Source: an optimization exercise on an open RTL-to-GDS flow (aim: a short achievable clock period and few clock cycles). Production flows keep margins and buffers that such runs may drop.
In this exercise RTL edits were held to simulation tests only and were not proved equivalent to the original.
Power is estimated from default activity; no workload was simulated.

[config.mk]
export PLATFORM = sky130hd
export DESIGN_NAME = mips
export DESIGN_NICKNAME = mips
export VERILOG_FILES = /design/flow/design.v
export SDC_FILE = /design/flow/constraint.sdc
export NUM_CORES = 4
export LEC_CHECK = 0
export CAP_MARGIN = 20
export CORE_MARGIN = 2
export CORE_UTILIZATION = 40
export SLEW_MARGIN = 20
export SYNTH_HIERARCHICAL = 1
[constraint.sdc]
create_clock -name core_clock -period 9.0 [get_ports {clk}]
set_input_delay 1.8000 -clock core_clock [delete_from_list [all_inputs] [get_ports {clk}]]
set_output_delay 1.8000 -clock core_clock [all_outputs]
set_load 0.01 [all_outputs]
[design.v]
module mips(input clk,
	    input rst,
	    output [31:0] pc,
	    input  [31:0] instr,
	    output [6:0]  dmem_addr,
	    input  [31:0] dmem_rdata,
	    output        wb_en,
	    output [4:0]  wb_reg,
	    output [31:0] wb_data
 );
reg [31:0] pc_f;
reg [31:0] ras;
reg        v_d;
reg [31:0] ir_d;
reg [31:1] rsoh_d, rtoh_d;
reg [31:0] pc_d, pc1_d;
reg [31:0] pred_d;
reg        wen_e;
reg [4:0]  dest_e;
reg [31:0] a_e, b_e, btgt_e;
reg        cin_e;
reg        fa_e, fb_e;
reg        and_e, or_e, slt_e, passb_e, ld_e, beq_e, jr_e;
reg        ar00_e, ar10_e, add01_e, sub01_e, add11_e, zero11_e;
reg        slt00_e, slt10_e, slt01_e;
reg        eq00_e, eq10_e, eq01_e, eq11_e;
reg [6:0]  daddr;
reg        wen_w;
reg [4:0]  dest_w;
reg [31:0] data_w;
reg [4:0]  wbreg_w;
reg [31:0] wbdata_w;
reg [31:0] rf [1:31];
reg        rst_q;
wire [5:0] op_d = ir_d[31:26];
wire [4:0] rs_d = ir_d[25:21];
wire [4:0] rt_d = ir_d[20:16];
wire [4:0] rd_d = ir_d[15:11];
wire [5:0] fn_d = ir_d[5:0];
wire [31:0] imm_d = {{16{ir_d[15]}}, ir_d[15:0]};
wire r_d    = (op_d == 6'b000000);
wire lw_d   = (op_d == 6'b100011);
wire addi_d = (op_d == 6'b001000);
wire andi_d = (op_d == 6'b001100);
wire ori_d  = (op_d == 6'b001101);
wire beq_d  = (op_d == 6'b000100);
wire jr_d   = (op_d == 6'b100000);
wire jal_d  = (op_d == 6'b111000);
wire radd_d = r_d & ((fn_d == 6'b100000) | (fn_d == 6'b011000));
wire rsub_d = r_d & (fn_d == 6'b100010);
wire rand_d = r_d & ((fn_d == 6'b100100) | (fn_d == 6'b001100));
wire ror_d  = r_d & ((fn_d == 6'b100101) | (fn_d == 6'b001101));
wire rslt_d = r_d & (fn_d == 6'b101010);
wire rok_d  = radd_d | rsub_d | rand_d | ror_d | rslt_d;
wire immop_d = addi_d | andi_d | ori_d;
wire add_d  = radd_d | addi_d;
wire inv_d  = rsub_d | rslt_d;      
wire [4:0] dest_d = rok_d ? rd_d :
                    (lw_d | immop_d) ? rt_d :
                    jal_d ? 5'd31 : 5'd0;
wire wen_d = v_d & (dest_d != 5'd0);
reg [31:0] rfa, rfb;
integer k;
always @(*) begin
	rfa = 32'd0;
	rfb = 32'd0;
	for (k = 1; k < 32; k = k + 1) begin
		rfa = rfa | ({32{rsoh_d[k]}} & rf[k]);
		rfb = rfb | ({32{rtoh_d[k]}} & rf[k]);
	end
end
wire        bpa_d = wen_w && dest_w == rs_d;
wire        bpb_d = wen_w && dest_w == rt_d;
wire [31:0] va_d = bpa_d ? data_w : rfa;
wire [31:0] vb_d = bpb_d ? data_w : rfb;
wire [31:0] A = fa_e ? data_w : a_e;
wire [31:0] B = fb_e ? data_w : b_e;
wire [32:0] ar00  = {1'b0, a_e}    + {1'b0, b_e}     + {32'd0, cin_e};
wire [32:0] ar10  = {1'b0, data_w} + {1'b0, b_e}     + {32'd0, cin_e};
wire [31:0] add01 = a_e + data_w;
wire [32:0] sub01 = {1'b0, a_e} + {1'b0, ~data_w} + 33'd1;
wire [31:0] add11 = data_w + data_w;
wire        eq00  = a_e == b_e;
wire        eq10  = data_w == b_e;
wire        eq01  = a_e == data_w;
wire        lt = (slt00_e & ~ar00[32]) | (slt10_e & ~ar10[32]) | (slt01_e & ~sub01[32]);
wire [31:0] res_alu = ({32{ar00_e}}  & ar00[31:0])
                    | ({32{ar10_e}}  & ar10[31:0])
                    | ({32{add01_e}} & add01)
                    | ({32{sub01_e}} & sub01[31:0])
                    | ({32{add11_e}} & add11)
                    | ({32{and_e}}   & (A & B))
                    | ({32{or_e}}    & (A | B))
                    | ({32{passb_e}} & B)
                    | {31'd0, lt};
wire [31:0] res;
late_or32 u_res(.a(res_alu), .s(ld_e), .b(dmem_rdata), .y(res));
wire [6:0] imm7 = ir_d[6:0];
wire [6:0] t00  = a_e[6:0] + b_e[6:0] + {6'd0, cin_e} + imm7;
wire [6:0] t10  = data_w[6:0] + b_e[6:0] + {6'd0, cin_e} + imm7;
wire [6:0] t01a = a_e[6:0] + data_w[6:0] + imm7;
wire [6:0] t01s = a_e[6:0] + ~data_w[6:0] + 7'd1 + imm7;
wire [6:0] t11  = data_w[6:0] + data_w[6:0] + imm7;
wire [6:0] lg7  = ({7{and_e}}   & (A[6:0] & B[6:0]))
                | ({7{or_e}}    & (A[6:0] | B[6:0]))
                | ({7{passb_e}} & B[6:0]);
wire [6:0] tlg  = lg7 + imm7;
wire eq = (eq00_e & eq00) | (eq10_e & eq10) | (eq01_e & eq01) | eq11_e;
wire redirect_e = (beq_e & eq) | (jr_e & ~eq);
wire [31:0] target = jr_e ? A : btgt_e;
wire afwd_d = wen_e & (dest_e == rs_d);
wire [31:0] btgt_d = pc1_d + imm_d;
wire replay_d = lw_d & afwd_d & (ld_e | slt_e);
wire bnz_d    = beq_d & (ir_d[15:0] != 16'd0);
wire [31:0] zs00 = a_e ^ b_e;
wire [31:0] zc00 = {a_e[30:0] | b_e[30:0], cin_e};
wire [31:0] zs10 = data_w ^ b_e;
wire [31:0] zc10 = {data_w[30:0] | b_e[30:0], cin_e};
wire        z_e  = (ar00_e & (zs00 == zc00)) | (ar10_e & (zs10 == zc10));
wire        zchk_d = wen_e & (ar00_e | ar10_e) &
                     (((rs_d == 5'd0) & (dest_e == rt_d)) | ((rt_d == 5'd0) & (dest_e == rs_d)));
wire        bres_d  = (rs_d == rt_d) | zchk_d;            
wire btake_d  = bnz_d & ((rs_d == rt_d) | (zchk_d & z_e));
wire redirect_d = v_d & (replay_d | btake_d);
wire fa_d  = afwd_d;
wire logic_e = and_e | or_e | passb_e;
wire [6:0] daddr_d = ({7{afwd_d & ar00_e}}  & t00)
                   | ({7{afwd_d & ar10_e}}  & t10)
                   | ({7{afwd_d & add01_e}} & t01a)
                   | ({7{afwd_d & sub01_e}} & t01s)
                   | ({7{afwd_d & add11_e}} & t11)
                   | ({7{afwd_d & logic_e}} & tlg)
                   | ({7{afwd_d & zero11_e}} & imm7)
                   | ({7{~afwd_d & bpa_d}}  & (data_w[6:0] + imm7))
                   | ({7{~afwd_d & ~bpa_d}} & (rfa[6:0] + imm7));
wire fb_d  = wen_e & (dest_e == rt_d) & ~immop_d & ~jal_d & ~jr_d;
wire [31:0] pc1_f = pc_f + 32'd1;
wire [31:0] base   = redirect_d ? (btake_d ? btgt_d : pc_d) : pc1_f;
wire [31:0] ras_f  = (v_d & jal_d) ? pc1_d : ras;
wire        sel_j, sel_jr, sel_b;
wire [31:0] npc_f, next_pc;
npc_sel u_npc_sel(.op(instr[31:26]), .keep(~redirect_d), .rst(rst),
                  .sj(sel_j), .sjr(sel_jr), .sb(sel_b));
ao3_32 u_npc(.sa(sel_j), .a({pc1_f[31:26], instr[25:0]}),
             .sb(sel_jr), .b(ras_f),
             .sc(sel_b), .c(base), .y(npc_f));
assign next_pc = (redirect_e & ~rst) ? target : npc_f;
wire go = v_d & ~redirect_e & ~replay_d;
integer i;
always @(posedge clk) begin
	pc_f <= next_pc;
	if (rst) begin
		ras   <= 32'd0;
		v_d   <= 1'b0;
		wen_e <= 1'b0;
		beq_e <= 1'b0;
		jr_e  <= 1'b0;
		wen_w <= 1'b0;
	end else begin
		if (v_d & jal_d)
			ras <= pc1_d;
		v_d   <= ~redirect_e & ~redirect_d;
		wen_e <= go & wen_d;
		beq_e <= go & bnz_d & ~bres_d;
		jr_e  <= go & jr_d;
		wen_w <= wen_e;
	end
end
always @(posedge clk) begin
	ir_d    <= instr;
	rsoh_d  <= 32'd1 << instr[25:21] >> 1;
	rtoh_d  <= 32'd1 << instr[20:16] >> 1;
	pc_d    <= pc_f;
	pc1_d   <= pc1_f;
	pred_d  <= ras_f;
	dest_e  <= dest_d;
	a_e     <= va_d;
	b_e     <= immop_d ? imm_d : jal_d ? pc1_d : jr_d ? pred_d : inv_d ? ~vb_d : vb_d;
	cin_e   <= inv_d;
	btgt_e  <= btgt_d;
	fa_e    <= fa_d;
	fb_e    <= fb_d;
	ar00_e  <= (add_d | rsub_d) & ~fa_d & ~fb_d;
	ar10_e  <= (add_d | rsub_d) &  fa_d & ~fb_d;
	add01_e <= add_d  & ~fa_d &  fb_d;
	sub01_e <= rsub_d & ~fa_d &  fb_d;
	add11_e <= add_d  &  fa_d &  fb_d;
	zero11_e <= rsub_d &  fa_d &  fb_d;
	slt00_e <= rslt_d & ~fa_d & ~fb_d;
	slt10_e <= rslt_d &  fa_d & ~fb_d;
	slt01_e <= rslt_d & ~fa_d &  fb_d;
	eq00_e  <= ~fa_d & ~fb_d;
	eq10_e  <=  fa_d & ~fb_d;
	eq01_e  <= ~fa_d &  fb_d;
	eq11_e  <=  fa_d &  fb_d;
	and_e   <= rand_d | andi_d;
	or_e    <= ror_d | ori_d;
	slt_e   <= rslt_d;
	passb_e <= jal_d;
	ld_e    <= lw_d;
	daddr   <= daddr_d;
	dest_w  <= dest_e;
	data_w  <= res;
	if (wen_e) begin
		wbreg_w  <= dest_e;
		wbdata_w <= res;
	end
end
always @(posedge clk)
	rst_q <= rst;
always @(posedge clk) begin
	if (rst_q) begin
		for (i = 1; i < 32; i = i + 1)
			rf[i] <= 32'd0;
	end else if (wen_w)
		rf[dest_w] <= data_w;
end
assign pc        = pc_f;
assign dmem_addr = daddr;
assign wb_en     = wen_w;
assign wb_reg    = wbreg_w;
assign wb_data   = wbdata_w;
endmodule
module late_or32(input [31:0] a, input s, input [31:0] b, output [31:0] y);
assign y = a | (b & {32{s}});
endmodule
module npc_sel(input [5:0] op, input keep, input rst, output sj, output sjr, output sb);
wire j  = (op == 6'b110000) | (op == 6'b111000);
wire jr = (op == 6'b100000);
assign sj  = ~rst & keep & j;
assign sjr = ~rst & keep & jr;
assign sb  = ~rst & ~(keep & (j | jr));
endmodule
module ao3_32(input sa, input [31:0] a, input sb, input [31:0] b, input sc, input [31:0] c,
              output [31:0] y);
assign y = ({32{sa}} & a) | ({32{sb}} & b) | ({32{sc}} & c);
endmodule
[flow/run.sh]
#!/bin/bash
# Standard layout, with timing repair aimed well below the 9 ns clock so the
# paths are made as short as the tools can: a tight margin up to CTS, a milder
# one for the repair after global routing. Each tool's output goes to a log here.
set -euo pipefail
bash standard.sh SETUP_SLACK_MARGIN=${MARGIN1:-6.3} TNS_END_PERCENT=20 synth floorplan place cts > standard_to_cts.log 2>&1
bash standard.sh SETUP_SLACK_MARGIN=${MARGIN2:-6.0} TNS_END_PERCENT=20 finish > standard_finish.log 2>&1
[standard.sh]
#!/bin/bash
# synth_recipe.tcl (not shown) runs the flow's synth.tcl, then flattens the netlist and writes it again
# the make line also repeats each setting of config.mk as NAME=value (left out here)
make -C /OpenROAD-flow-scripts/flow DESIGN_CONFIG=/design/flow/config.mk WORK_HOME=/design/flow/orfs CLKGATE_MAP_FILE= SYNTH_SCRIPT=/design/flow/synth_recipe.tcl "${@:-finish}"
==> flow_summary.json, run 1 <==
{
  "slowest_stage": "or3_4",
  "grt_max_degree": 135,
  "crit_chain": "inv_1 -> ha_4 -> xnor2_2 -> nor4_2 -> nand4_1 -> nor4_4 -> nor3_4 -> or3_4 -> a21boi_4 -> inv_2 -> nand3b_1 -> buf_4 -> nor4_4 -> buf_4 -> a222oi_1 -> inv_1 -> mux2_2",
  "drive_gt1_frac": 0.240,
  "synth_cell_type_count": 88,
  "pin_count": 143,
  "vdd_drop_max_v": 0.000235,
  "postRouteAntennaNets": 0,
  "crit_buf_inv": 5,
  "cp_slowest_stage_delay_ns": 0.39,
  "timing.slew.headroom": 0.0367,
  "async_flop_share": 0,
  "period_share": 0.430,
  "dieArea_mm2": 0.196,
  "cp.arrival_ns": 4.61,
  "dr.pass1.iters": 14,
  "p_per_area_mw_per_mm2": 215,
  "synthesis.nets": 7733,
  "numCtsBuffers": 160,
  "avgSynthCellArea_um2": 10.5,
  "min_period_ns": 3.87,
  "route.vias.total": 78187,
  "drt_iter0_markers": 17776,
  "die_x_um": 443,
  "final_hold_viol_count": 0,
  "crit_type": "flip-flop to flip-flop",
  "drv_cap": 0,
  "required_ns": 9.74,
  "setup_tns_ns": 0,
  "ys.warnings.count": 7,
  "clk_latency_ns": 0.88,
  "grt_overflow": 0,
  "ys_ff_latch": 1455,
  "cts_max_level": 4,
  "totalPowerFinal_mw": 20.7,
  "antenna_found_initial": 42,
  "root_buffer": "clkbuf_16",
  "worstSetupStartpointType": "flip-flop",
  "wl_per_cell_um": 43.7,
  "critical_path.top_delay_family": "simple AND/OR/NAND/NOR gates",
  "clk_pin_slew_ns": 0.06,
  "grt_usage": 0.434,
  "cts_tree": "yes",
  "grt_pass1_vias": 71605,
  "fp.dieH_um": 443,
  "p_leak_nw": 34.3,
  "yosys_most_used_dff": "edfxtp_1",
  "synth.cell_area_mm2": 0.0772,
  "finalInstanceArea_mm2": 0.0965,
  "place_congestion": 1.05,
  "drc": 0,
  "area_growth_pct": 25.1,
  "synthMuxAreaShare": 0.0225,
  "fmax_mhz": 258,
  "place_area_mm2": 0.0820,
  "design.core.area_mm2": 0.192,
  "port_buffers": 142,
  "clock_sinks": 1455,
  "netlist_instances": 7363,
  "via_per_inst": 7.61,
  "synth-edff-count": 1029,
  "synth_xor_area_frac": 0.0325,
  "hpwl_um": 256000,
  "hold_class": "flip-flop to flip-flop",
  "grt_first_pass_wirelength_um": 596000,
  "n_fill_cell": 17132,
  "synth_compound_area_frac": 0.191,
  "rsz0062_at_grt": "true",
  "outcome": "complete, no violations",
  "rows": 161,
  "maxSlewViolCount": 0,
  "drt-total-wl_um": 449000,
  "synthAdderAreaFrac": 0.0530,
  "final_nets": 7932,
  "end_kind": "flip-flop",
  "yosys.area_share.simple": 0.141,
  "ctsLongestPathBuffers": 3,
  "setup_viol": 0,
  "cp_max_fo": 5,
  "synth_top_family_by_area": "compound AO/OA/AOI/OAI gates",
  "start_util": 0.401,
  "fin_worst_skew_ns": 0.0532,
  "tightestPinTransition_ns": 1.43,
  "ys_seq_area_frac": 0.511
}
-- Yosys stat by module, one instance, submodules excluded --
| module | copies in the design | cell area [um^2] | flip-flops and latches | cells inside |
|---|---|---|---|---|
| ao3_32 | 1 | 504 | 0 | 73 |
| late_or32 | 1 | 277 | 0 | 35 |
| mips | 1 | 76300 | 1455 | 7247 |
| npc_sel | 1 | 62.6 | 0 | 8 |
-- path summary, 6_finish.rpt --
kind	start	to	slack, ns	cells after the start
worst min-delay path	pc_f[18]	pc_d[18]	0.37	0
worst min register to register	pc_f[18]	pc_d[18]	0.37	0
worst max register to register	a_e[29]	pc_f[22]	5.13	17
worst max-delay path	a_e[29]	pc_f[22]	5.13	17
-- power by group --
group / internal (mW) / switching [mW]
combinational: 2.16 / 3.75
clock: 3.90 / 3.10
sequential: 7.47 / 0.335
-- sequential cells by signal, summed over array words and instances (netlist names), 5 cells and up --
| signal | flops |
|---|---|
| rtoh_d | 31 |
| wbdata_w | 32 |
| b_e | 32 |
| pc_d | 32 |
| rsoh_d | 31 |
| ir_d | 32 |
| a_e | 32 |
| dest_w | 5 |
| rf | 992 |
| btgt_e | 32 |
| pc_f | 32 |
| data_w | 32 |
| daddr | 7 |
| pred_d | 32 |
| wbreg_w | 5 |
| ras | 32 |
| pc1_d | 32 |
| dest_e | 5 |
-- cells in the mapped netlist, types with 25 or more instances --
library cell  instances  area, um^2
a211oi_1             42         315
a21o_1               99         743
a21oi_1             323        1620
a221oi_1            258        2260
a222oi_1            102        1020
a22o_1              233        2040
a22oi_1             466        3500
a31oi_1              43         269
and3_1               34         213
buf_1                83         312
buf_2                54         270
clkbuf_1            563        2110
dfxtp_1             426        8530
edfxtp_1           1029       30900
fa_1                 38         761
ha_1                266        3330
inv_1               253         950
mux2_2               84         946
mux2i_1              79         791
nand2_1             242         908
nand2b_1             41         257
nand3_1             107         536
nand4_1             146         913
nor2_1              296        1110
nor2b_1              55         344
nor3_1             1123        5620
nor4_1               34         213
o211ai_1             25         188
o21a_1               25         188
o21ai_0             191         956
o21bai_1             63         473
o22ai_1              26         163
xnor2_1             200        1750
xor2_1               86         753
-- per-layer routing --
layer	vias up	share of wire	wire, um	track usage
met2	8629	0.39	175000	0.595
met3	3070	0.17	76700	0.232
met1	37446	0.32	143000	0.487
met5	-	0.0064	2870	0.0791
li1	28982	-	-	-
met4	60	0.12	52100	0.359
-- placed cells by master, fill, tap and decap left out, types with 42 or more instances in the layout --
| master | count |
|---|---|
| inv_1 | 193 |
| diode_2 | 48 |
| buf_12 | 79 |
| edfxtp_1 | 1029 |
| ha_4 | 77 |
| mux2_2 | 78 |
| a21oi_2 | 51 |
| a21oi_1 | 260 |
| nand4_1 | 146 |
| nand3_1 | 102 |
| o21ai_1 | 42 |
| mux2i_1 | 71 |
| buf_4 | 369 |
| clkbuf_16 | 174 |
| dfxtp_1 | 211 |
| a21o_1 | 94 |
| xnor2_1 | 157 |
| dfxtp_4 | 140 |
| a22o_1 | 233 |
| nor3_1 | 1081 |
| ha_1 | 159 |
| o21ai_0 | 125 |
| xor2_1 | 79 |
| a22oi_1 | 460 |
| dfxtp_2 | 75 |
| a222oi_1 | 102 |
| buf_6 | 117 |
| clkdlybuf4s50_1 | 64 |
| a221oi_1 | 237 |
| nor2b_1 | 52 |
| nand2_1 | 231 |
| nor2_1 | 285 |
-- area by class of cell --
class	count	area [um^2]	area share
timing repair buffer	736	7970	0.0825
tap	2526	3160	0.0327
multi-input combinational	4943	38500	0.399
inverter	257	1240	0.0129
timing repair inverter	9	80.1	0.000830
clock buffer	193	4280	0.0444
sequential	1455	40000	0.415
clock inverter	104	1140	0.0119
antenna	48	120	0.00124
-- stage by stage --
stage,hold WS (ns),cells,worst slack [ns],utilization
after floorplan,0.382,7363,5.40,-
after global placement,0.386,9538,3.78,0.426
after detailed placement,0.386,9540,3.93,0.427
after CTS,0.396,10106,5.12,0.490
after global routing,0.379,10239,5.05,0.502
final,0.372,10271,5.13,0.502
-- kinds of logic after synthesis --
logic type	count (synthesis)
adders and majority gates	304
buffers and inverters	968
and+or+nand+nor	2181
AOI/OAI and AO/OA	2006
muxes	163
DFF	1455
xor gates and xnor gates	286
-- what timing repair did --
item	4_1_cts	5_1_grt
setup buffers	243	105
cloned	26	11
pin swaps	227	168
resized for setup	1125	443
endpoints found under the setup margin	2185	820
hold buffers	0	0
Testbench counts, summed over its fixed seeds: cycles 17,338.
==> run 2: changes to the inputs <==
--- a/design.v
+++ b/design.v
@@ -30,4 +30,5 @@
 reg [31:0] data_w;
-reg [4:0]  wbreg_w;
-reg [31:0] wbdata_w;
+reg        wb_en_q;
+reg [4:0]  wb_reg_q;
+reg [31:0] wb_data_q;
 reg [31:0] rf [1:31];
@@ -116,6 +117,4 @@
 wire [31:0] zc00 = {a_e[30:0] | b_e[30:0], cin_e};
-wire [31:0] zs10 = data_w ^ b_e;
-wire [31:0] zc10 = {data_w[30:0] | b_e[30:0], cin_e};
-wire        z_e  = (ar00_e & (zs00 == zc00)) | (ar10_e & (zs10 == zc10));
-wire        zchk_d = wen_e & (ar00_e | ar10_e) &
+wire        z_e  = (zs00 == zc00);
+wire        zchk_d = wen_e & ar00_e &
                      (((rs_d == 5'd0) & (dest_e == rt_d)) | ((rt_d == 5'd0) & (dest_e == rs_d)));
@@ -137,3 +136,3 @@
 wire [31:0] pc1_f = pc_f + 32'd1;
-wire [31:0] base   = redirect_d ? (btake_d ? btgt_d : pc_d) : pc1_f;
+wire [31:0] base_d = btake_d ? btgt_d : pc_d;
 wire [31:0] ras_f  = (v_d & jal_d) ? pc1_d : ras;
@@ -141,3 +140,3 @@
 wire [31:0] npc_f, next_pc;
-npc_sel u_npc_sel(.op(instr[31:26]), .keep(~redirect_d), .rst(rst),
+npc_sel u_npc_sel(.op(instr[31:26]), .rst(rst),
                   .sj(sel_j), .sjr(sel_jr), .sb(sel_b));
@@ -145,4 +144,6 @@
              .sb(sel_jr), .b(ras_f),
-             .sc(sel_b), .c(base), .y(npc_f));
-assign next_pc = (redirect_e & ~rst) ? target : npc_f;
+             .sc(sel_b), .c(pc1_f), .y(npc_f));
+ao3_32 u_npc_r(.sa(redirect_e & ~rst), .a(target),
+               .sb(redirect_d & ~redirect_e & ~rst), .b(base_d),
+               .sc(~redirect_e & ~redirect_d), .c(npc_f), .y(next_pc));
 wire go = v_d & ~redirect_e & ~replay_d;
@@ -158,2 +159,3 @@
 		wen_w <= 1'b0;
+		wb_en_q <= 1'b0;
 	end else begin
@@ -166,2 +168,3 @@
 		wen_w <= wen_e;
+		wb_en_q <= wen_w;
 	end
@@ -203,6 +206,4 @@
 	data_w  <= res;
-	if (wen_e) begin
-		wbreg_w  <= dest_e;
-		wbdata_w <= res;
-	end
+	wb_reg_q  <= dest_w;
+	wb_data_q <= data_w;
 end
@@ -219,5 +220,5 @@
 assign dmem_addr = daddr;
-assign wb_en     = wen_w;
-assign wb_reg    = wbreg_w;
-assign wb_data   = wbdata_w;
+assign wb_en     = wb_en_q;
+assign wb_reg    = wb_reg_q;
+assign wb_data   = wb_data_q;
 endmodule
@@ -226,8 +227,8 @@
 endmodule
-module npc_sel(input [5:0] op, input keep, input rst, output sj, output sjr, output sb);
+module npc_sel(input [5:0] op, input rst, output sj, output sjr, output sb);
 wire j  = (op == 6'b110000) | (op == 6'b111000);
 wire jr = (op == 6'b100000);
-assign sj  = ~rst & keep & j;
-assign sjr = ~rst & keep & jr;
-assign sb  = ~rst & ~(keep & (j | jr));
+assign sj  = ~rst & j;
+assign sjr = ~rst & jr;
+assign sb  = ~rst & ~(j | jr);
 endmodule
==> flow/run.sh (replaced) <==
#!/bin/bash
# Standard layout, with timing repair aimed well below the 9 ns clock so the
# paths are made as short as the tools can: a tight margin up to CTS, a milder
# one for the repair after global routing. Each tool's output goes to a log here.
set -euo pipefail
bash standard.sh SETUP_SLACK_MARGIN=${MARGIN1:-6.3} synth floorplan place cts > standard_to_cts.log 2>&1
bash standard.sh SETUP_SLACK_MARGIN=${MARGIN2:-6.3} finish > standard_finish.log 2>&1
--- a/config.mk
+++ b/config.mk
@@ -8,2 +8,4 @@
 export CAP_MARGIN = 20
+export CELL_PAD_IN_SITES_DETAIL_PLACEMENT = 1
+export CELL_PAD_IN_SITES_GLOBAL_PLACEMENT = 1
 export CORE_MARGIN = 2
==> flow_summary.json, run 2 <==
{
  "fin_hold_ws_ns": 0.385,
  "fin_ws_ns": 5.26,
  "area_growth_pct": 30.1,
  "totalPowerFinal_mw": 19.4,
  "post-place-ws_ns": 4.39,
  "root_buffer": "clkbuf_16",
  "via_per_inst": 7.70,
  "antenna_found_initial": 53,
  "wl_per_cell_um": 48.7,
  "holdPathStages": 0,
  "vdd_drop_max_v": 0.000193,
  "worstRegToRegCells": 11,
  "hpwl_um": 277000,
  "wl_met1_um": 163000,
  "yosys_most_used_dff": "edfxtp_1",
  "ctsLongestPathBuffers": 3,
  "hp-start": "pc_f[5]",
  "pwr-share-seq": 0.402,
  "period_share": 0.415,
  "drt_iter0_markers": 15570,
  "start_util": 0.403,
  "fin_worst_skew_ns": 0.0690,
  "dieArea_mm2": 0.193,
  "largest-register": "rf",
  "final_common_cell": "nor3_1",
  "outcome": "complete, no violations",
  "crit_type": "flip-flop to flip-flop",
  "cts_max_level": 4,
  "p_per_area_mw_per_mm2": 197,
  "synth_top_area_share": 0.392,
  "avgSynthCellArea_um2": 10.6,
  "cts_hold_buf": 0,
  "r2r_slack_ns": 5.26,
  "rows": 159,
  "netlist_instances": 7147,
  "end_kind": "flip-flop",
  "synth.cell_area_mm2": 0.0759,
  "grt_max_degree": 72,
  "synth_cell_type_count": 102,
  "synthTopCellsByCount": "nor3_1 (1047), edfxtp_1 (992), clkbuf_1 (572)",
  "pin_count": 143,
  "ys_ff_latch": 1456,
  "fmax_mhz": 267,
  "postRouteAntennaNets": 0,
  "ys_seq_area_frac": 0.515,
  "grt_first_pass_wirelength_um": 653000,
  "place_congestion": 0.976,
  "whs_endpoint": "pc_d[5]",
  "final_nets": 7945,
  "route.met3.wl_um": 75700,
  "finalInstanceArea_mm2": 0.0987,
  "synthesis.nets": 7487,
  "place_area_mm2": 0.0803,
  "p_sw_mw": 6.31,
  "maxSlewViolCount": 0,
  "utilization": 0.525,
  "crit-reg2reg-launch": "rsoh_d[20]",
  "cts_tree": "yes",
  "largest_reg_flops": 992,
  "clock_sinks": 1456,
  "dr.pass1.iters": 12,
  "cp.arrival_ns": 4.48,
  "synth_area_leader_cell": "edfxtp_1",
  "grt_overflow": 0,
  "top_layer_used": "met5",
  "drc": 0,
  "timing.slew.headroom": 0.192,
  "clk_pin_slew_ns": 0.06,
  "final_hold_viol_count": 0,
  "route.vias.total": 79145,
  "setup_tns_ns": 0,
  "combPwrFrac": 0.229,
  "rr_endpoint": "daddr[6]",
  "drt-total-wl_um": 500000,
  "drive_gt1_frac": 0.285,
  "clk_latency_ns": 0.89,
  "min_period_ns": 3.74,
  "fin_cells": 10280,
  "met2_length_um": 200000,
  "clockPowerShare": 0.368,
  "layout_common_cells": "nor3_1 (1021), edfxtp_1 (992), buf_4 (522)",
  "worstSetupStartpointType": "flip-flop",
  "p_leak_nw": 35.9,
  "drv_cap": 0,
  "p_int_mw": 13.1,
  "synth-edff-count": 992,
  "ys.warnings.count": 7,
  "fp.dieH_um": 440,
  "rsz0062_at_grt": "true",
  "grt_pass1_vias": 74626,
  "cp_max_fo": 18,
  "setup_viol": 0,
  "port_buffers": 142,
  "yosysMostFrequentCell": "nor3_1",
  "design.core.area_mm2": 0.188,
  "async_flop_share": 0,
  "grt_usage": 0.494,
  "synthTopCellsByArea": "edfxtp_1 (39%), dfxtp_1 (12%), nor3_1 (6.9%)",
  "required_ns": 9.74,
  "dp.cells": 9314,
  "tightestPinTransition_ns": 1.20,
  "die_x_um": 440,
  "numCtsBuffers": 167,
  "hold_class": "flip-flop to flip-flop",
  "switching_share": 0.325
}
run 2: changes by cell type after synthesis, sizes merged, moves of 66 or more:
| cell | delta |
|---|---|
| nor3 | -78 |
| nand2 | -76 |
| o21ai | -66 |
| a221oi | +66 |
| a22o | +72 |
| a22oi | -159 |
run 2: worst max-delay path by stage:
stage                     from         end  slack (ns)  cells past startpoint
global placement     data_w[7]  data_w[30]        4.28                     13
floorplan            instr[27]    pc_f[26]        5.64                      7
CTS                 data_w[15]  data_w[30]        5.36                     13
finish              rsoh_d[20]    daddr[6]        5.26                     11
global route            b_e[0]  data_w[30]        5.27                     16
detailed placement  data_w[18]     pc_f[8]        4.39                     13
run 2: what timing repair did:
| item | in CTS | in global routing |
|---|---|---|
| pin swaps | 334 | 231 |
| buffers inserted | 426 | 134 |
| setup endpoints to repair | 1702 | 1145 |
| gates cloned | 47 | 10 |
| gates resized for setup | 1648 | 320 |
run 2: Yosys stat by module (local to each module, per instance):
module / flip-flops and latches / copies in the design
mips: 1456 / 1
ao3_32: 0 / 2
late_or32: 0 / 1
npc_sel: 0 / 1
run 2: logic make-up (layout without fill, tap and decap cells):
kind of cell               count (synthesis)  after routing  synth area share
DFF                                     1456           1456             0.515
adders and majority gates                274            274            0.0489
xor gates and xnor gates                 277            277            0.0320
muxes                                    143            143            0.0202
buffers and inverters                    953           1532            0.0490
and+or+nand+nor                         2137           2152             0.142
other                                      0             44                 0
AOI/OAI and AO/OA                       1907           1907             0.193
run 2: power groups by stage:
stage               clock network, mW  logic (mW)  registers [mW]
CTS                              7.08        3.99            7.77
detailed placement                  0        3.19            7.97
global placement                    0        3.17            7.97
finish                           7.15        4.45            7.80
global route                     7.33        4.52            7.80
floorplan                           0        1.94            7.75
run 2: critical path, cell delays in order, from the launching register on:
cell      delay (ns)
dfxtp_4         0.55
buf_4           0.42
a22o_1          0.25
a221oi_1        0.28
nand3_1         0.16
or4_4           0.64
ha_1            0.39
a21oi_1         0.20
xor2_1          0.10
a211oi_2        0.28
mux2i_1         0.11
or2_1           0.21
run 2: per-layer routing:
metal / vias up / GRT usage
met2: 8160 / 0.694
met3: 2985 / 0.220
met1: 39160 / 0.561
li1: 28789 / -
met5: - / 0.00744
met4: 51 / 0.447
run 2: cell type report:
type	instances	area (um^2)
Clock inverter	80	781
Timing Repair inverter	4	31.3
Sequential cell	1456	39800
Fill cell	19274	89500
Timing Repair Buffer	977	11200
Antenna cell	44	110
Inverter	246	1100
Clock buffer	225	4720
Tap cell	2495	3120
Multi-Input combinational cell	4753	37800
Testbench counts of run 2, summed over its fixed seeds: cycles 17,386.
==> run 3: changes to the inputs <==
--- a/design.v
+++ b/design.v
@@ -78,6 +78,9 @@
 wire [31:0] B = fb_e ? data_w : b_e;
-wire [32:0] ar00  = {1'b0, a_e}    + {1'b0, b_e}     + {32'd0, cin_e};
-wire [32:0] ar10  = {1'b0, data_w} + {1'b0, b_e}     + {32'd0, cin_e};
+wire [33:0] ar00w = {1'b0, a_e, 1'b1}    + {1'b0, b_e, cin_e};
+wire [33:0] ar10w = {1'b0, data_w, 1'b1} + {1'b0, b_e, cin_e};
+wire [33:0] sub01w = {1'b0, a_e, 1'b1}   + {1'b0, ~data_w, 1'b1};
+wire [32:0] ar00  = ar00w[33:1];
+wire [32:0] ar10  = ar10w[33:1];
+wire [32:0] sub01 = sub01w[33:1];
 wire [31:0] add01 = a_e + data_w;
-wire [32:0] sub01 = {1'b0, a_e} + {1'b0, ~data_w} + 33'd1;
 wire [31:0] add11 = data_w + data_w;
@@ -99,6 +102,9 @@
 wire [6:0] imm7 = ir_d[6:0];
-wire [6:0] t00  = a_e[6:0] + b_e[6:0] + {6'd0, cin_e} + imm7;
-wire [6:0] t10  = data_w[6:0] + b_e[6:0] + {6'd0, cin_e} + imm7;
+wire [7:0] t00w  = {a_e[6:0], 1'b1}    + {b_e[6:0], cin_e}    + {imm7, 1'b0};
+wire [7:0] t10w  = {data_w[6:0], 1'b1} + {b_e[6:0], cin_e}    + {imm7, 1'b0};
+wire [7:0] t01sw = {a_e[6:0], 1'b1}    + {~data_w[6:0], 1'b1} + {imm7, 1'b0};
+wire [6:0] t00  = t00w[7:1];
+wire [6:0] t10  = t10w[7:1];
 wire [6:0] t01a = a_e[6:0] + data_w[6:0] + imm7;
-wire [6:0] t01s = a_e[6:0] + ~data_w[6:0] + 7'd1 + imm7;
+wire [6:0] t01s = t01sw[7:1];
 wire [6:0] t11  = data_w[6:0] + data_w[6:0] + imm7;
==> flow_summary.json, run 3 <==
{
  "fp.dieH_um": 439,
  "cp_max_fo": 25,
  "wl_per_cell_um": 47.3,
  "root_buffer": "clkbuf_16",
  "vdd_drop_max_v": 0.000156,
  "final_nets": 7835,
  "grt_max_degree": 136,
  "cts_max_level": 4,
  "setup_tns_ns": 0,
  "p_per_area_mw_per_mm2": 201,
  "p_leak_nw": 35.0,
  "fin_worst_skew_ns": 0.0524,
  "post-place-ws_ns": 3.94,
  "hold_class": "flip-flop to flip-flop",
  "yosys_most_used_dff": "edfxtp_1",
  "synth_cell_type_count": 84,
  "port_buffers": 142,
  "synthTopCellsByCount": "nor3_1 (1090), edfxtp_1 (992), clkbuf_1 (603)",
  "place_congestion": 0.951,
  "crit_top_cell": "nand2_1",
  "synthTopCellsByArea": "edfxtp_1 (39%), dfxtp_1 (12%), nor3_1 (7.2%)",
  "required_ns": 9.74,
  "cts_tree": "yes",
  "avgSynthCellArea_um2": 10.6,
  "crit_buf_inv": 2,
  "drv_cap": 0,
  "design.core.area_mm2": 0.188,
  "postRouteAntennaNets": 0,
  "worstSetupStartpointType": "flip-flop",
  "layout_common_cells": "nor3_1 (1067), edfxtp_1 (992), buf_4 (451)",
  "synth-edff-count": 992,
  "synthesis.nets": 7496,
  "clock_sinks": 1456,
  "hpwl_um": 269000,
  "ys_ff_latch": 1456,
  "timing.slew.headroom": 0.129,
  "ctsLongestPathBuffers": 3,
  "largest-register": "rf",
  "numCtsBuffers": 168,
  "synth.cell_area_mm2": 0.0757,
  "period_share": 0.432,
  "rsz0062_at_grt": "true",
  "slowest_stage": "or4_4",
  "drc": 0,
  "fmax_mhz": 257,
  "critical_path.top_delay_family": "compound AO/OA/AOI/OAI gates",
  "ys.warnings.count": 7,
  "dr.pass1.iters": 13,
  "synth_top_area_share": 0.393,
  "yosysMostFrequentCell": "nor3_1",
  "final_hold_viol_count": 0,
  "end_kind": "flip-flop",
  "cp_slowest_stage_delay_ns": 0.70,
  "final_common_cell": "nor3_1",
  "antenna_found_initial": 40,
  "area_growth_pct": 28.0,
  "outcome": "complete, no violations",
  "min_period_ns": 3.89,
  "grt_overflow": 0,
  "async_flop_share": 0,
  "crit_type": "flip-flop to flip-flop",
  "drt_iter0_markers": 14544,
  "via_per_inst": 7.61,
  "clk_pin_slew_ns": 0.06,
  "start_util": 0.403,
  "netlist_instances": 7158,
  "grt_usage": 0.478,
  "tightestPinTransition_ns": 1.27,
  "dieArea_mm2": 0.193,
  "fin_hold_ws_ns": 0.394,
  "drive_gt1_frac": 0.261,
  "grt_pass1_vias": 74551,
  "maxSlewViolCount": 0,
  "synth_area_leader_cell": "edfxtp_1",
  "largest_reg_flops": 992,
  "rows": 159,
  "ys_seq_area_frac": 0.516,
  "drt-total-wl_um": 481000,
  "fin_ws_ns": 5.11,
  "route.vias.total": 77345,
  "setup_viol": 0,
  "pin_count": 143,
  "crit_chain": "buf_6 -> a22o_1 -> a221oi_1 -> nand3_1 -> or4_4 -> ha_1 -> inv_1 -> o21bai_2 -> a21oi_2 -> xor2_1 -> nand2_1 -> o21ai_2 -> xnor2_1 -> nand2_1 -> o31a_1",
  "cp.arrival_ns": 4.63,
  "die_x_um": 439,
  "grt_first_pass_wirelength_um": 637000,
  "clk_latency_ns": 0.88
}
## run 3: cell count changes in the layout (fill, tap and decap cells not counted), moves of 27 or more
cell      delta
buf_12      -35
o21bai_4    +34
and2_1      -28
nor3_1      +46
inv_1       +27
buf_4       -71
nor2_1      -27
## run 3: what timing repair did
action / CTS / global route
hold endpoints to repair: 0 / 0
hold buffers: 0 / 0
cloned: 36 / 11
setup buffers: 346 / 88
gates resized for setup: 1486 / 302
pin swaps: 264 / 219
setup endpoints to repair: 2087 / 819
## run 3: cell type report
cell class              instances  area, um^2
clock buffers                 230        4730
diodes                         39        97.6
repair inverters                9        66.3
flip-flops and latches       1456       39700
well taps                    2495        3120
repair buffers                853        9530
clock inverters                77         828
fillers                     19392       91100
multi-input cells            4740       37600
inverters                     269        1180
## run 3: worst paths after layout
path / depth (start not counted) / start / endpoint / slack [ns]
setup reg to reg: 15 / rsoh_d[18] / daddr[6] / 5.11
setup / recovery: 15 / rsoh_d[18] / daddr[6] / 5.11
hold / removal: 0 / pc_f[16] / pc_d[16] / 0.39
hold reg to reg: 0 / pc_f[16] / pc_d[16] / 0.39
## run 3: metrics by stage
| step | util | instance area (um^2) | total power [mW] | instances |
|---|---|---|---|---|
| after floorplan | - | 76600 | 9.72 | 7158 |
| after global placement | 0.428 | 80500 | 11.2 | 9336 |
| after detailed placement | 0.429 | 80600 | 11.2 | 9341 |
| after CTS | 0.502 | 94400 | 18.9 | 10030 |
| after global routing | 0.515 | 96800 | 19.8 | 10144 |
| final | 0.515 | 96900 | 19.5 | 10168 |
## run 3: layer usage
layer / wire, um / track usage / up-vias
met5: 793 / 0.0166 / -
met4: 53900 / 0.408 / 32
met3: 70700 / 0.196 / 2699
met2: 196000 / 0.687 / 7511
met1: 160000 / 0.551 / 38441
li1: - / - / 28662
## run 3: cells by family (layout without fill, tap and decap cells)
logic type,count (synthesis),in the layout,synth area share
simple gates,2062,2072,0.137
compound gates,1997,1997,0.200
flops,1456,1456,0.516
buf+inv,972,1438,0.0494
xor+xnor,276,276,0.0319
fa+ha+maj,272,272,0.0484
mux,123,123,0.0176
other cells,0,39,0
## run 3: per-module statistics from Yosys (local to each module, per instance)
module	area [um^2]	flops+latches	copies in the design
late_or32	277	0	1
ao3_32	504	0	2
npc_sel	43.8	0	1
mips	74400	1456	1
## run 3: report_power, final
| part | switching (mW) | total, mW | internal, mW |
|---|---|---|---|
| Combinational | 2.86 | 4.50 | 1.64 |
| Clock | 3.10 | 7.17 | 4.06 |
| Sequential | 0.385 | 7.82 | 7.43 |
| Total | 6.35 | 19.5 | 13.1 |
Testbench counts of run 3, summed over its fixed seeds: cycles 17,386.

==> what the ideal ports hide <==
No port has a modelled driver above. Below, the same layouts with a new extraction and two added sets of constraints.
Step 1 assumes that a clkbuf_16 drives the clock port and a buf_2 every other input.
Step 2 times the ports against the registers' clock, not the clock port: input delays grow and output delays shrink by t, the midpoint of the rising clock arrivals with the driver on.
a / b / c = ideal ports / drivers / drivers and shift; a / b = the first two.
run	shift t [ns]	setup slack, ns	clock arrival spread, ns	slew at the worst register clock pin (ns)	worst slew at a driven data input, ns
run 1	0.952	5.127 / 5.127 / 4.909	0.067 / 0.067	0.07 / 0.07	0.08
run 2	0.954	5.261 / 5.261 / 4.791	0.069 / 0.069	0.07 / 0.07	0.06
run 3	0.941	5.114 / 5.114 / 4.755	0.052 / 0.053	0.07 / 0.07	0.05
After both steps setup and hold are still met in every run listed. The setup slack of run 2, which loses most, moves by 0.000 ns with the drivers and by -0.470 ns with both steps.
